Context: an optimization exercise on an open-source flow, tuned for small area, a short achievable clock period and few clock cycles per item. The choices shown serve that exercise and are no tape-out recipe.
The RTL was checked by simulation tests, not by an equivalence proof against the original design.

// imc
module imc
  #(parameter INPUT_W = 16,
    parameter OUTPUT_W = 16)
(
    input  logic                   clk,
    input  logic                   rst_n,
    input  logic                   start,
    input  logic [INPUT_W-1:0]     aIn,
    input  logic [INPUT_W-1:0]     bIn,
    input  logic [INPUT_W-1:0]     cIn,
    input  logic [INPUT_W-1:0]     dIn,
    output logic                   ready,
    output logic [OUTPUT_W-1:0]    aOut,
    output logic [OUTPUT_W-1:0]    bOut,
    output logic [OUTPUT_W-1:0]    cOut,
    output logic [OUTPUT_W-1:0]    dOut,
    output logic                   aOut_sign,
    output logic                   bOut_sign,
    output logic                   cOut_sign,
    output logic                   dOut_sign
);
Size in the first run: roughly 2400 cells after synthesis, about 45 flip-flops, roughly 140 I/O pins, about 22000 µm² of cells after synthesis.
export LEC_CHECK = 0
export CAP_MARGIN = 20
export CORE_MARGIN = 2
export CORE_UTILIZATION = 60
export SETUP_SLACK_MARGIN = 3
export SLEW_MARGIN = 20
export SYNTH_HIERARCHICAL = 1
create_clock -name core_clock -period 11.0 [get_ports {clk}]
standard.sh (not shown) runs the stock make flow with config.mk's settings and CLKGATE_MAP_FILE= SYNTH_SCRIPT=/design/flow/synth_recipe.tcl, a recipe that flattens the netlist after the stock synthesis.
==> flow/flow/run.sh <==
#!/bin/bash
# The standard layout (the standard.sh, all ORFS steps from synthesis
# to finish), except that buffer_ports puts a buf_2 on every input and
# output port instead of the cell it picks on its own (a slow delay cell,
# clkdlybuf4s50_1). Timing repair still resizes port buffers as it needs.
# make's output goes to flow_make.log; ORFS keeps each step's log under
# orfs/logs.
set -euo pipefail
bash standard.sh "BUFFER_PORTS_ARGS=-buffer_cell sky130_fd_sc_hd__buf_2" finish > flow_make.log 2>&1
Testbench counts at the start, summed over its fixed seeds: cycles 3,200, items 3,200.
==> next run, changes <==
--- a/flow/design.v
+++ b/flow/design.v
@@ -46,17 +46,17 @@
     output logic [OUTPUT_W-1:0]    cOut,
     output logic [OUTPUT_W-1:0]    dOut,
     output logic                   aOut_sign,
     output logic                   bOut_sign,
     output logic                   cOut_sign,
     output logic                   dOut_sign
 );
   logic [16:0] dx, dy;
-  logic        cp, cn;
+  logic        cp;
   wire t1, t2;
   fa u_t1 (.a(~(aIn[0] & dIn[13])), .b(~(aIn[1] & dIn[12])), .c(1'b1), .s(t1), .co(t2));
   wire t3, t4;
   fa u_t3 (.a(~(aIn[0] & dIn[14])), .b(~(aIn[1] & dIn[13])), .c(~(aIn[2] & dIn[12])), .s(t3), .co(t4));
   wire t5, t6;
   fa u_t5 (.a(~(aIn[3] & dIn[11])), .b(~(aIn[4] & dIn[10])), .c(1'b1), .s(t5), .co(t6));
   wire t7, t8;
   fa u_t7 (.a(~(aIn[0] & dIn[15])), .b(~(aIn[1] & dIn[14])), .c(~(aIn[2] & dIn[13])), .s(t7), .co(t8));
@@ -1030,37 +1030,29 @@
   wire t972, t973;
   fa u_t972 (.a(t971), .b(t927), .c(t925), .s(t972), .co(t973));
   wire t974 = ~t882;
   wire t975, t976;
   fa u_t975 (.a(t974), .b(t930), .c(t928), .s(t975), .co(t976));
   wire t977, t978;
   ha u_t977 (.a(t887), .b(t931), .s(t977), .co(t978));
   assign dx = {1'b1, t977, t973, t972, t967, t966, t963, t958, t957, t952, t949, t946, t943, t940, t937, t934, t933};
-  assign dy = {t978, t976, t975, t970, t969, t964, t961, t960, t955, t954, t951, t948, t945, t942, t939, t936, 1'b0};
+  assign dy = {t978, t976, t975, t970, t969, t964, t961, t960, t955, t954, t951, t948, t945, t942, t939, t936, tcy_bc};
   assign cp = tcy_ad;
-  assign cn = tcy_bc;
   logic [15:0] nA, nB, nC, nD;
   assign nA = -dIn;
   assign nB = -bIn;
   assign nC = -cIn;
   assign nD = -aIn;
-  logic [16:0] dxr, dyr, A;
-  logic [1:0]  tc;
-  logic [4:0]  a0, a1, a2, dlo;       
+  logic [16:0] dxr, dyr, diff;
   logic        det_sign;
-  assign dxr = {1'b0, ~dx[15], ~dx[14], ~dx[13], ~dx[12], ~dx[11], ~dx[10], ~dx[9], ~dx[8], ~dx[7], ~dx[6], ~dx[5], ~dx[4], ~dx[3], ~dx[2], ~dx[1], ~dx[0]};
-  assign dyr = {~dy[16], ~dy[15], ~dy[14], ~dy[13], ~dy[12], ~dy[11], ~dy[10], ~dy[9], ~dy[8], ~dy[7], ~dy[6], ~dy[5], ~dy[4], ~dy[3], ~dy[2], ~dy[1], 1'b1};
-  assign A   = ~(dxr + dyr + 17'd1);
-  assign tc  = {1'b0, cp} + {1'b0, ~cn};
-  assign a0  = A[4:0];
-  assign a1  = A[4:0] + 5'd1;
-  assign a2  = A[4:0] + 5'd2;
-  assign dlo = tc[1] ? a2 : tc[0] ? a1 : a0;
-  assign det_sign = A[16] ^ ((tc == 2'd1) & (&A[15:0]) | (tc == 2'd2) & (&A[15:1]));
+  assign dxr      = {1'b0, ~dx[15], ~dx[14], ~dx[13], ~dx[12], ~dx[11], ~dx[10], ~dx[9], ~dx[8], ~dx[7], ~dx[6], ~dx[5], ~dx[4], ~dx[3], ~dx[2], ~dx[1], ~dx[0]};
+  assign dyr      = {~dy[16], ~dy[15], ~dy[14], ~dy[13], ~dy[12], ~dy[11], ~dy[10], ~dy[9], ~dy[8], ~dy[7], ~dy[6], ~dy[5], ~dy[4], ~dy[3], ~dy[2], ~dy[1], dy[0]};
+  assign diff     = ~(dxr + dyr + {16'd0, ~cp});
+  assign det_sign = diff[16];
   logic [16:4] dvw, yvw, pw;
   logic        up0, up1;
   assign dvw = ~dxr[16:4];
   assign yvw = ~dyr[16:4];
   assign pw  = dvw ^ yvw;
   assign up0 = (pw[16:5] == (dvw[15:4] | yvw[15:4]));
   assign up1 = (~pw[16:5] == (dvw[15:4] & yvw[15:4]));
   logic        ready_r;
@@ -1069,17 +1061,17 @@
   logic [7:0]  mA_r, mB_r, mC_r, mD_r;
   logic        sA_r, sB_r, sC_r, sD_r;
   always_ff @(posedge clk or negedge rst_n) begin
     if (!rst_n) ready_r <= 1'b0;
     else        ready_r <= 1'b1;
   end
   always_ff @(posedge clk) begin
     if (start) begin
-      lo_r    <= dlo;
+      lo_r    <= diff[4:0];
       up0_r   <= up0;
       up1_r   <= up1;
       dsign_r <= det_sign;
       mA_r <= dIn[15] ? nA[15:8] : dIn[15:8];
       mB_r <= bIn[15] ? nB[15:8] : bIn[15:8];
       mC_r <= cIn[15] ? nC[15:8] : cIn[15:8];
       mD_r <= aIn[15] ? nD[15:8] : aIn[15:8];
       sA_r <= dIn[15];
The changed run produced a clean layout. Fmax came out higher by 11%. Core utilization came out lower by 0.80 points. Design area came out lower by 3.8%. First-iteration DRC count came out lower by 11%. Sequential share of layout area came out higher by 0.21 points. Via count came out lower by 4.3%. Flip-flop and latch count is unchanged. Global-route usage came out lower by 1.3 points. Clock-buffer cell count is unchanged. Setup slack is better by 830 ps.
Testbench counts after the change, summed over its fixed seeds: cycles 3,200, items 3,200.

========
imc, a different RTL version from the one above (not shown whole).
Size in the first run: about 2100 cells after synthesis.
clock: 11.0 ns
lec_check: 0
cap_margin: 20
core_margin: 2
core_utilization: 60
place_density: 0.75
setup_slack_margin: 3
slew_margin: 20
synth_hierarchical: 1
Scripts as last shown in full above: flow/flow/run.sh
Testbench counts at the start, summed over its fixed seeds: cycles 3,200, items 3,200.
Rerun with:
--- a/flow/design.v
+++ b/flow/design.v
@@ -1167,37 +1167,40 @@
   assign yvw = dyv[16:4];
   assign pw  = dvw ^ yvw;
   assign up0 = (pw[16:5] == (dvw[15:4] | yvw[15:4]));
   assign up1 = (~pw[16:5] == (dvw[15:4] & yvw[15:4]));
   logic        ready_r;
   logic [4:0]  lo_r;        
-  logic        inrange_r, dsign_r;
+  logic        up0_r, up1_r, dsign_r;
   logic [7:0]  mA_r, mB_r, mC_r, mD_r;
   logic        sA_r, sB_r, sC_r, sD_r;
   always_ff @(posedge clk or negedge rst_n) begin
     if (!rst_n) ready_r <= 1'b0;
     else        ready_r <= 1'b1;
   end
   always_ff @(posedge clk) begin
     if (start) begin
       lo_r    <= diff[4:0];
-      inrange_r <= diff[4] ? up1 : up0;
+      up0_r   <= up0;
+      up1_r   <= up1;
       dsign_r <= det_sign;
       mA_r <= mA;
       mB_r <= mB;
       mC_r <= mC;
       mD_r <= mD;
       sA_r <= dIn[15];
       sB_r <= bIn != 16'd0;
       sC_r <= cIn != 16'd0;
       sD_r <= aIn[15];
     end
   end
+  logic        inrange;
   logic [8:0]  r, rlut;
+  assign inrange = lo_r[4] ? up1_r : up0_r;
   reciprocal u_recip (.x(lo_r), .y(rlut));
-  assign r = {9{inrange_r}} & rlut;
+  assign r = {9{inrange}} & rlut;
   logic [13:0] oax, oay, obx, oby, ocx, ocy, odx, ody;
   wire oa_1, oa_2;
   fa u_oa_1 (.a(~(mA_r[0] & r[4])), .b(~(mA_r[1] & r[3])), .c(1'b1), .s(oa_1), .co(oa_2));
   wire oa_3, oa_4;
   fa u_oa_3 (.a(~(mA_r[1] & r[4])), .b(~(mA_r[2] & r[3])), .c(~(mA_r[3] & r[2])), .s(oa_3), .co(oa_4));
   wire oa_5, oa_6;
After rerunning: The new run completed with no timing, DRC or antenna violations; area after synthesis went down by 0.42%; clock-buffer cell count is unchanged; wire length went down by 2.0%; sequential cell count went up by 1; cell area went down by 1.7%; die area went down by 0.41%; core utilization went down by 0.93 points.
Testbench counts after the change, summed over its fixed seeds: cycles 3,200, items 3,200.

========
Another version of the RTL of imc (not shown whole).
Size in the first run: ~2200 cells after synthesis, about 45 flip-flops, ~140 I/O pins, roughly 21000 sq um of cells after synthesis.
Design imc, start of the top module:
module imc
  #(parameter INPUT_W = 16,
    parameter OUTPUT_W = 16)
(
    input  logic                   clk,
    input  logic                   rst_n,
    input  logic                   start,
    input  logic [INPUT_W-1:0]     aIn,
    input  logic [INPUT_W-1:0]     bIn,
    input  logic [INPUT_W-1:0]     cIn,
    input  logic [INPUT_W-1:0]     dIn,
    output logic                   ready,
    output logic [OUTPUT_W-1:0]    aOut,
    output logic [OUTPUT_W-1:0]    bOut,
    output logic [OUTPUT_W-1:0]    cOut,
    output logic [OUTPUT_W-1:0]    dOut,
    output logic                   aOut_sign,
    output logic                   bOut_sign,
    output logic                   cOut_sign,
    output logic                   dOut_sign
);
==> flow/config.mk <==
export PLATFORM = sky130hd
export DESIGN_NAME = imc
export DESIGN_NICKNAME = imc
export VERILOG_FILES = /design/flow/design.v
export SDC_FILE = /design/flow/constraint.sdc
export NUM_CORES = 4
export LEC_CHECK = 0
export CAP_MARGIN = 20
export CORE_MARGIN = 2
export CORE_UTILIZATION = 60
export SETUP_SLACK_MARGIN = 3
export SLEW_MARGIN = 20
export SYNTH_HIERARCHICAL = 1
==> flow/constraint.sdc <==
create_clock -name core_clock -period 11.0 [get_ports {clk}]
set_input_delay 2.2000 -clock core_clock [delete_from_list [all_inputs] [get_ports {clk}]]
set_output_delay 2.2000 -clock core_clock [all_outputs]
set_load 0.01 [all_outputs]
Scripts as last shown in full above: flow/flow/run.sh
The first run passed the timing, DRC and antenna checks.
Testbench counts at the start, summed over its fixed seeds: cycles 3,200, items 3,200.
Next try:
--- a/flow/design.v
+++ b/flow/design.v
@@ -1118,34 +1118,31 @@
     assign mB[i]   = bIn[8+i] ^ bIn[15] ^ cB[i];
     assign cB[i+1] = cB[i] & ~bIn[8+i];
     assign mC[i]   = cIn[8+i] ^ cIn[15] ^ cC[i];
     assign cC[i+1] = cC[i] & ~cIn[8+i];
     assign mD[i]   = aIn[8+i] ^ aIn[15] ^ cD[i];
     assign cD[i+1] = cD[i] & ~aIn[8+i];
   end
   logic [16:0] dxv, dyv, diff;
   logic        det_sign;
   assign dxv      = {1'b1, dx[15], dx[14], dx[13], dx[12], dx[11], dx[10], dx[9], dx[8], dx[7], dx[6], dx[5], dx[4], dx[3], dx[2], dx[1], dx[0]};
   assign dyv      = {dy[16], dy[15], dy[14], dy[13], dy[12], dy[11], dy[10], dy[9], dy[8], dy[7], dy[6], dy[5], dy[4], dy[3], dy[2], dy[1], ~dy[0]};
-  wire dl_b0c = (dx[0] & ~dy[0]) | (dx[0] & cp) | (~dy[0] & cp);
-  wire [2:0] dl_p = {dx[3], dx[2], dx[1]} ^ {dy[3], dy[2], dy[1]};
-  wire [2:0] dl_g = {dx[3], dx[2], dx[1]} & {dy[3], dy[2], dy[1]};
-  wire dl_G1_0 = dl_g[1] | (dl_p[1] & dl_g[0]);
-  wire dl_P1_0 = dl_p[1] & dl_p[0];
+  wire [4:0] dl_p = {dx[4], dx[3], dx[2], dx[1], dx[0]} ^ {dy[4], dy[3], dy[2], dy[1], ~dy[0]};
+  wire [4:0] dl_g = {dx[4], dx[3], dx[2], dx[1], dx[0]} & {dy[4], dy[3], dy[2], dy[1], ~dy[0]};
+  wire dl_G1_0 = dl_g[1] | (dl_p[1] & (dl_g[0] | (dl_p[0] & cp)));
+  wire dl_G3_2 = dl_g[3] | (dl_p[3] & dl_g[2]);
+  wire dl_P3_2 = dl_p[3] & dl_p[2];
   wire dl_G2_0 = dl_g[2] | (dl_p[2] & dl_G1_0);
-  wire dl_P2_0 = dl_p[2] & dl_P1_0;
-  wire dl_c1 = dl_g[0] | (dl_p[0] & dl_b0c);
-  wire dl_c2 = dl_G1_0 | (dl_P1_0 & dl_b0c);
-  wire dl_c3 = dl_G2_0 | (dl_P2_0 & dl_b0c);
-  assign diff     = {12'd0, (dx[4] ^ dy[4] ^ dl_c3), (dl_p[2] ^ dl_c2), (dl_p[1] ^ dl_c1), (dl_p[0] ^ dl_b0c), (dx[0] ^ ~dy[0] ^ cp)};
-  wire dl_G3_0 = dl_c3;
+  wire dl_G3_0 = dl_G3_2 | (dl_P3_2 & dl_G1_0);
+  wire dl_G4_0 = dl_g[4] | (dl_p[4] & dl_G3_0);
+  assign diff     = {12'd0, (dl_p[4] ^ dl_G3_0), (dl_p[3] ^ dl_G2_0), (dl_p[2] ^ dl_G1_0), (dl_p[1] ^ (dl_g[0] | (dl_p[0] & cp))), (dl_p[0] ^ cp)};
   logic        c4, ghi, phi;
   assign c4       = dl_G3_0;
   wire [11:0] gh_p = {dxv[15], dxv[14], dxv[13], dxv[12], dxv[11], dxv[10], dxv[9], dxv[8], dxv[7], dxv[6], dxv[5], dxv[4]} | {dyv[15], dyv[14], dyv[13], dyv[12], dyv[11], dyv[10], dyv[9], dyv[8], dyv[7], dyv[6], dyv[5], dyv[4]};
   wire [11:0] gh_g = {dxv[15], dxv[14], dxv[13], dxv[12], dxv[11], dxv[10], dxv[9], dxv[8], dxv[7], dxv[6], dxv[5], dxv[4]} & {dyv[15], dyv[14], dyv[13], dyv[12], dyv[11], dyv[10], dyv[9], dyv[8], dyv[7], dyv[6], dyv[5], dyv[4]};
   wire gh_G2_1 = gh_g[2] | (gh_p[2] & gh_g[1]);
   wire gh_P2_1 = gh_p[2] & gh_p[1];
   wire gh_G2_0 = gh_G2_1 | (gh_P2_1 & gh_g[0]);
   wire gh_G5_4 = gh_g[5] | (gh_p[5] & gh_g[4]);
   wire gh_P5_4 = gh_p[5] & gh_p[4];
   wire gh_G5_3 = gh_G5_4 | (gh_P5_4 & gh_g[3]);
   wire gh_P5_3 = gh_P5_4 & gh_p[3];
Die area decreases slightly.
Synthesized area decreases slightly.
Cell area decreases slightly.
Global-route usage increases by 0.20 points.
Utilization decreases by 0.51 points.
Wire length decreases slightly.
Maximum frequency decreases slightly.
Sequential share of layout area barely changes.
Cell count decreases by a few percent.
Count of clock-buffer cells in the layout does not change.
Synthesized cell count decreases by a few percent.
First-iteration DRC count decreases by a few percent.
Testbench counts after the change, summed over its fixed seeds: cycles 3,200, items 3,200.

[port drivers added, routing unchanged]
No port has a modelled driver above. Below, the same layouts with a new extraction and two added sets of constraints.
Step 1 assumes that a clkbuf_16 drives the clock port and a buf_2 every other input.
Step 2 also shifts input and output timing later by t, the mid clock arrival at the registers, as if the neighbouring blocks saw the same clock.
Slacks: ideal ports / drivers / drivers and shift; pairs: ideal ports / drivers.
run	t (ns)	slack for setup (ns)	worst setup path at the end	worst register clock-pin slew, ns	worst data-port slew with drivers (ns)
the first run of note 1	0.351	2.372 / 2.288 / 1.937	input to register	0.08 / 0.08	0.15
the second run of note 1	0.337	3.198 / 3.172 / 2.854	input to register	0.07 / 0.07	0.10
the first run of note 2	0.322	2.907 / 2.893 / 2.571	input to register	0.07 / 0.07	0.07
the second run of note 2	0.318	3.031 / 3.025 / 2.707	input to register	0.07 / 0.07	0.07
the first run of note 3	0.336	3.178 / 3.173 / 2.850	input to register	0.06 / 0.06	0.05
the second run of note 3	0.328	3.083 / 3.052 / 2.724	input to register	0.06 / 0.06	0.07
After both steps setup and hold are still met in every run listed. For the first run of note 1, which loses most, drivers alone change the setup slack by -0.084 ns; drivers and shift together by -0.435 ns.
